Context: an optimization exercise on an open-source flow, tuned for small area. The choices shown serve that exercise and are no tape-out recipe.
Power figures rest on the tool's default switching activity, not on a simulated workload.

==> try-juniper <==
## inc_cond_mppt
module inc_cond_mppt (
    input wire clk,
    input wire reset,
    input wire start,
    input wire [15:0] voltage_in,
    input wire [15:0] current_in,
    output wire [15:0] duty_cycle,
    output reg mpp_found,
    output wire [15:0] power_out
);
export LEC_CHECK = 0
export CAP_MARGIN = 20
export CORE_MARGIN = 2
export CORE_UTILIZATION = 40
export SLEW_MARGIN = 20
create_clock -name core_clock -period 10.0 [get_ports {clk}]
standard.sh (not shown) runs the stock make flow with config.mk's settings and CLKGATE_MAP_FILE= SYNTH_SCRIPT=/design/flow/synth_recipe.tcl, a recipe that flattens the netlist after the stock synthesis.
==> flow/flow/run.sh <==
#!/bin/bash
# Layout flow: the standard ORFS flow, except that
#  - the adder cells mfa/mha of the RTL are mapped straight onto the
#    sky130 full/half adder cells (map.py), and Yosys's own full-adder
#    extraction is off (the design's adders are already explicit),
#  - ABC uses an area-oriented mapping script (abc.script),
#  - port buffers use the smallest buffer cell.
# Each tool's output goes to a log in this folder (make.log, orfs/logs/).
set -euo pipefail
W=$(pwd)
F=$W/flow
python3 $F/map.py $W/design.v $W/design_mapped.v
sed "s#^\(\s*\)log_cmd abc {\*}\$abc_args#\1log_cmd abc {*}[lreplace \$abc_args 1 1 $F/abc.script]#" \
  $FLOW_HOME/scripts/synth.tcl > $W/flow_synth.tcl
grep -q "lreplace" $W/flow_synth.tcl
sed "s#source \$::env(SCRIPTS_DIR)/synth.tcl#source $W/flow_synth.tcl#" $W/synth_recipe.tcl > $W/flow_synth_recipe.tcl
grep -q "flow_synth.tcl" $W/flow_synth_recipe.tcl
sed "s#^export VERILOG_FILES = .*#export VERILOG_FILES = $W/design_mapped.v#" $W/config.mk > $W/flow_config.mk
source $F/settings.sh
make -C $FLOW_HOME DESIGN_CONFIG=$W/flow_config.mk WORK_HOME=$W/orfs CLKGATE_MAP_FILE= \
  SYNTH_SCRIPT=$W/flow_synth_recipe.tcl ADDER_MAP_FILE= \
  "${MAKE_ARGS[@]}" finish > $W/make.log 2>&1
: # left out here: write the final layout as DEF
==> flow/flow/abc.script <==
strash
&get -n
&fraig -x
&put
scorr
dc2
strash
&get -n
&dch -f
&nf
&put
topo
stime -c
==> flow/flow/map.py <==
#!/usr/bin/env python3
# Replace the bodies of the adder modules mfa/mha with sky130 cells.
import re, sys
src = open(sys.argv[1]).read()
cells = {
    'mfa': "  sky130_fd_sc_hd__fa_1 u (.A(a), .B(b), .CIN(c), .SUM(s), .COUT(co));\n",
    'mha': "  sky130_fd_sc_hd__ha_1 u (.A(a), .B(b), .SUM(s), .COUT(co));\n",
}
def rep(m):
    name, ports = m.group(1), m.group(2)
    if name in cells:
        return f"module {name}({ports});\n{cells[name]}endmodule"
    return m.group(0)
out = re.sub(r"module\s+(\w+)\s*\(([^;]*?)\);(.*?)endmodule", rep, src, flags=re.S)
open(sys.argv[2], 'w').write(out)
==> flow/flow/settings.sh <==
MAKE_ARGS=(CAP_MARGIN=20 CORE_MARGIN=2 CORE_UTILIZATION=40 SLEW_MARGIN=20
  "BUFFER_PORTS_ARGS=-buffer_cell sky130_fd_sc_hd__buf_1")
==> try-garnet (differences from try-juniper) <==
==> flow/flow/settings.sh (replaced) <==
MAKE_ARGS=(CAP_MARGIN=20 CORE_MARGIN=2 CORE_UTILIZATION=40 SLEW_MARGIN=20
"BUFFER_PORTS_ARGS=-buffer_cell sky130_fd_sc_hd__buf_2"
)
==> results.txt <==
status=no timing/DRC/antenna violations; Placed Area=between 7000 and 8000 µm²; most frequent cells in the layout=nand2_1, fa_1, buf_1, buf_4, dfxtp_1; Seq. pwr=0.000252 W; internal reg-to-reg setup slack=around 5.6 ns; Worst Path Max Fanout=12; DRT iter0 DRCs=around 290; CP max stage delay=about 0.54 ns
That was try-juniper.
==> results.txt <==
Placed Area=7800 µm²; Seq. pwr=about 0.00025 W; status=no timing/DRC/antenna violations; Worst Path Max Fanout=11; internal reg-to-reg setup slack=between 5 and 6 ns
That was try-garnet.
No functional check of the RTL was part of any run of this note.

* * *

==> try-zinc: inputs <==
inc_cond_mppt, a different RTL version from the one above (not shown whole).
==> flow/design.v (excerpt) <==
module inc_cond_mppt (
    input wire clk,
    input wire reset,
    input wire start,
    input wire [15:0] voltage_in,
    input wire [15:0] current_in,
    output wire [15:0] duty_cycle,
    output reg mpp_found,
    output wire [15:0] power_out
);
Settings: LEC_CHECK=0, CAP_MARGIN=20, CORE_MARGIN=2, CORE_UTILIZATION=40, SLEW_MARGIN=20; clock period 10.0 ns.
==> flow/flow/settings.sh <==
MAKE_ARGS=(CAP_MARGIN=20 CORE_MARGIN=2 CORE_UTILIZATION=40 SLEW_MARGIN=20
"BUFFER_PORTS_ARGS=-buffer_cell sky130_fd_sc_hd__buf_2"
"CTS_BUF_LIST=sky130_fd_sc_hd__clkbuf_8"
"MIN_BUF_CELL_AND_PORTS=sky130_fd_sc_hd__buf_1 A X"
)
Scripts as last shown in full above: flow/flow/run.sh, flow/flow/abc.script, flow/flow/map.py
==> try-indigo: changes against try-zinc <==
==> flow/flow/place_pre.tcl (new file) <==
# Buffer every input and output port (as the standard flow does), with a
# buffer cell sized for each side: inputs drive many loads, outputs one pin.
buffer_ports -inputs -buffer_cell sky130_fd_sc_hd__buf_2
buffer_ports -outputs -buffer_cell sky130_fd_sc_hd__buf_1
==> flow/flow/settings.sh (replaced) <==
MAKE_ARGS=(CAP_MARGIN=20 CORE_MARGIN=2 CORE_UTILIZATION=40 SLEW_MARGIN=20
DONT_BUFFER_PORTS=1 PRE_GLOBAL_PLACE_TCL=$F/place_pre.tcl
"MIN_BUF_CELL_AND_PORTS=sky130_fd_sc_hd__buf_1 A X"
"GPL_TIMING_DRIVEN=0"
"CTS_BUF_LIST=sky130_fd_sc_hd__clkbuf_8"
)
==> comparison table <==
metric                                                                    try-indigo                 try-zinc
Result of the run                                            complete, no violations  complete, no violations
Share of the final layout cell area in multi-input gates                      0.7661                   0.7532
Non-filler cells in the finished layout                                         1012                     1023
Total wirelength of the detailed-routed design                              17310 um                 17770 um
Area of placed instances                                                    7541 um2                 7692 um2
Number of filler cells placed in the layout                                     1710                     1689
Clock Latency Late Sink                                                      0.30 ns                  0.29 ns
Worst EP arrival                                                             7.52 ns                  7.49 ns
Worst-Margin Slew                                                          0.8090 ns                0.9587 ns
Max VDD drop                                                             0.0003254 V              0.0002965 V
Power share of the clock group                                                 0.040                    0.042
Period utilization                                                            0.9520                   0.9488
Post-route cell area                                                        7694 um2                 7818 um2
Number of vias per cell after detailed routing                                 5.304                    5.302
Largest net degree at the start of global routing                                 22                       21
Global placement routability congestion                                       0.8072                   0.8329
Met1 Wirelength                                                              7436 um                  7955 um
Final HPWL from detailed placement                                          12670 um                 14180 um
Relative contribution of combinational cells to total power                    0.871                    0.873
Share of layout cells above drive strength 1                                 0.05845                   0.1203
Pre-CTS WS                                                               -0.02441 ns                0.1164 ns
Sum of internal, switching and leakage power                                2.639 mW                 2.745 mW
Internal Pwr Total                                                          1.229 mW                 1.371 mW
Switching Share                                                               0.5342                   0.5006
End-of-flow core utilization                                                  0.4479                   0.4551
Non-CTS buffers                                                                   73                       84
Function was not checked in any run of this note: the RTL went through the layout flow alone.

[separate check: timing with driven ports]
No port has a modelled driver above. Below, the same layouts with a new extraction and two added sets of constraints.
Step 1, drivers: a clkbuf_16 drives clk and a buf_2 each remaining input, both assumed.
Step 2, shift: input delay + t, output delay - t, t = (earliest + latest rising clock arrival at the registers) / 2. This alone moves slack from input paths to output paths.
Slacks: no drivers / after step 1 / after step 2; pairs: no drivers / after step 1.
run | t, ns | slack for setup (ns) | hold slack, ns | worst setup path at the end | worst slew at a driven data input, ns
try-juniper | 0.304 | 0.481 / 0.449 / 0.449 | 0.405 / 0.405 / 0.405 | input to output | 0.04
try-garnet | 0.308 | 0.555 / 0.531 / 0.531 | 0.398 / 0.398 / 0.398 | input to output | 0.04
try-zinc | 0.315 | 0.512 / 0.491 / 0.491 | 0.414 / 0.414 / 0.414 | input to output | 0.03
try-indigo | 0.322 | 0.480 / 0.453 / 0.453 | 0.401 / 0.401 / 0.401 | input to output | 0.04
After both steps every run listed still meets setup and hold. For try-juniper, which loses most, drivers alone change the setup slack by -0.032 ns; drivers and shift together by -0.032 ns.
